Background: an optimization exercise with open tools, aiming at small area and a short achievable clock period. Do not read the settings as production practice.
In this exercise RTL edits were held to simulation tests only and were not proved equivalent to the original.
Power is estimated from default activity; no workload was simulated.

Setup of juniper:
==> flow/design.v (excerpt) <==
module cpu_system(input logic clk, reset,
input logic nextInstr, inputInstr, prevData, nextData,
input logic [15:0] inputInstruction,
output logic [15:0] nextInstruction,
output logic [4:0] pc,
output logic [3:0] dispAddr,
output logic [7:0] dispData);
    logic [15:0] ir;
    logic [3:0]  wa;         
    logic        rwe, mwe;   
    logic [4:0]  pcr;
    logic [3:0]  dr;
    logic [7:0]  dd;         
    logic [15:0] ni;         
    logic [7:0]  opa, opb;   
    logic [7:0]  R [16];
    logic [7:0]  M [16];
    function automatic logic [15:0] rom(input logic [4:0] a);
        case (a)
            5'd0: rom = 16'b001_0_0000_0000_0000;
            5'd1: rom = 16'b001_0_0000_0001_0001;
            5'd2: rom = 16'b001_1_0010_00000000;
            5'd3: rom = 16'b001_1_1111_00000000;
            5'd4: rom = 16'b001_1_0100_00000001;
            5'd5: rom = 16'b101_01001_0010_0001;
  ...
Settings: LEC_CHECK=0, CAP_MARGIN=20, CORE_MARGIN=2, CORE_UTILIZATION=60, CTS_CLUSTER_DIAMETER=100, CTS_CLUSTER_SIZE=20, SETUP_SLACK_MARGIN=3.7, SLEW_MARGIN=20, SYNTH_HIERARCHICAL=1, SYNTH_MINIMUM_KEEP_SIZE=0, TNS_END_PERCENT=5; clock period 6.5 ns.
standard.sh (not shown) runs the stock make flow with config.mk's settings and CLKGATE_MAP_FILE= SYNTH_SCRIPT=/design/flow/synth_recipe.tcl, a recipe that flattens the netlist after the stock synthesis.
==> flow/flow/run.sh <==
#!/bin/bash
# The standard layout, with two ORFS settings changed:
# - the port buffers are buf_2 cells instead of the buffer buffer_ports picks
#   by default (a slow delay cell on this platform);
# - timing repair may swap a cell for one with a different footprint.
set -euo pipefail
bash standard.sh \
  "BUFFER_PORTS_ARGS=-buffer_cell sky130_fd_sc_hd__buf_2" \
  MATCH_CELL_FOOTPRINT=0 \
  finish > standard.log 2>&1
What tundra does differently from juniper at the input level:
Settings: CTS_CLUSTER_SIZE changed from 20 to 30; SETUP_SLACK_MARGIN changed from 3.7 to 4.2.
==> flow/flow/run.sh <==
#!/bin/bash
# The standard layout, with two ORFS settings changed:
# - the port buffers are buf_4 cells instead of the buffer buffer_ports picks
#   by default (a slow delay cell on this platform);
# - timing repair may swap a cell for one with a different footprint.
set -euo pipefail
bash standard.sh \
  "BUFFER_PORTS_ARGS=-buffer_cell sky130_fd_sc_hd__buf_4" \
  MATCH_CELL_FOOTPRINT=0 \
  finish > standard.log 2>&1
Findings:
On routed wire length, the higher figure sits with tundra, not juniper. juniper -> tundra: setup violation total in the final timing report delta 0, exact match. Global-route wire length before repair delta (tundra − juniper): unfavourable. tundra ended up with a higher layout cell share with drive strength beyond 1 than juniper did. tundra against juniper; via count is up slightly. tundra vs juniper — number of nets in the final layout climbed slightly. Compared with juniper, total met3 wirelength after detailed routing in tundra increased by a little under 10%. Slowest cell on the critical path = sky130_fd_sc_hd__nor2_1: juniper; slowest cell on the critical path = sky130_fd_sc_hd__edfxtp_1: tundra. tundra: clock-cell share of area 0.70 points below juniper. Deepest level of the CTS H-tree: tundra vs juniper identical. When tundra is set beside juniper, its hold slack turns out to be 7.5 ps larger.
Input-level comparison between sierra and tundra:
Settings: changing SETUP_SLACK_MARGIN from 4.2 to 3.8; changing CTS_CLUSTER_SIZE from 30 to 25.
==> flow/flow/run.sh <==
#!/bin/bash
# The standard layout, with two ORFS settings changed:
# - the port buffers are buf_2 cells instead of the buffer buffer_ports picks
#   by default (a slow delay cell on this platform);
# - timing repair may swap a cell for one with a different footprint.
set -euo pipefail
bash standard.sh \
  "BUFFER_PORTS_ARGS=-buffer_cell sky130_fd_sc_hd__buf_2" \
  MATCH_CELL_FOOTPRINT=0 \
  finish > standard.log 2>&1
Results
sierra vs. tundra: number of buffers created by CTS +1, layout overhead on the synthesized area fell by 2.4 points, wire length level, slew of the pin with the lowest slew margin has decreased. Critical path capture point = opa[7]$_DFF_P_: sierra; critical path capture point = R[14][0]$_DFFE_PP0P_: tundra. Final area in sierra is 2.1% lower than in tundra.
#### Input delta (maple over sierra)
Settings: changing CTS_CLUSTER_SIZE from 25 to 20.
--- outcome ---
Across both runs, post-layout minimum cycle time was lower for maple than for sierra.
Changes observed in maple relative to sierra: sequential power level; wire length of the first global-routing pass comparable.
Summary of the comparison: first-iteration DRC count is lower in maple, relative to sierra.
Comparing sierra with maple, the critical path arrival came out essentially unchanged.
Looking at met2 wire length, maple sits 1.8% lower than sierra does.
Compared to sierra, maple has clock distribution area overhead in the final layout 0.71 points higher.
Here is what was changed in the inputs of nickel compared with maple.
Settings: changing SETUP_SLACK_MARGIN from 3.8 to 4.2.
==> comparison <==
As far as remaining antenna violation count after routing goes, maple and nickel are indistinguishable; the numbers are identical. Combinational fraction of design power, nickel and maple, lower one = maple. Relative to maple, average wire per standard cell has gone up in nickel. Between nickel and maple, final clock period utilization by the worst path is higher for maple, nickel comes in under that. On number of DRC violations after detailed-routing iteration 0, the higher figure sits with nickel, not maple. Delta(area added between synthesis and finish, nickel - maple) > 0. Lower clock share of power was reported by nickel, not maple. Relative to maple, nickel improves setup slack. | power per cell area | nickel vs maple | 0.40% lower |. Biggest cell category by area in the final layout = registers: maple; biggest cell category by area in the final layout = multi-input combinational cells: nickel.

==> separate check: timing with driven ports <==
The flow's constraints put no driver on any port. The routed layouts listed below were extracted and timed again, unchanged, in two steps.
Step 1, drivers: a clkbuf_16 drives clk and a buf_2 each remaining input, both assumed.
Step 2 also shifts input and output timing later by t, the mid clock arrival at the registers, as if the neighbouring blocks saw the same clock.
Slacks: no drivers / after step 1 / after step 2; pairs: no drivers / after step 1.
| run | t, ns | slack for setup (ns) | worst setup path after step 2 | worst slew at a driven data input, ns | cell pins on the clock port's net |
|---|---|---|---|---|---|
| juniper | 0.573 | 3.591 / 3.577 / 3.004 | input to register | 0.06 | 1 |
| tundra | 0.567 | 3.604 / 3.604 / 3.048 | input to register | 0.17 | 1 |
| sierra | 0.570 | 3.613 / 3.503 / 2.933 | input to register | 0.18 | 1 |
| maple | 0.573 | 3.658 / 3.579 / 3.006 | input to register | 0.13 | 1 |
| nickel | 0.571 | 3.687 / 3.616 / 3.045 | input to register | 0.17 | 1 |
After both steps setup and hold are still met in every run listed. For sierra, which loses most, drivers alone change the setup slack by -0.110 ns; drivers and shift together by -0.680 ns.
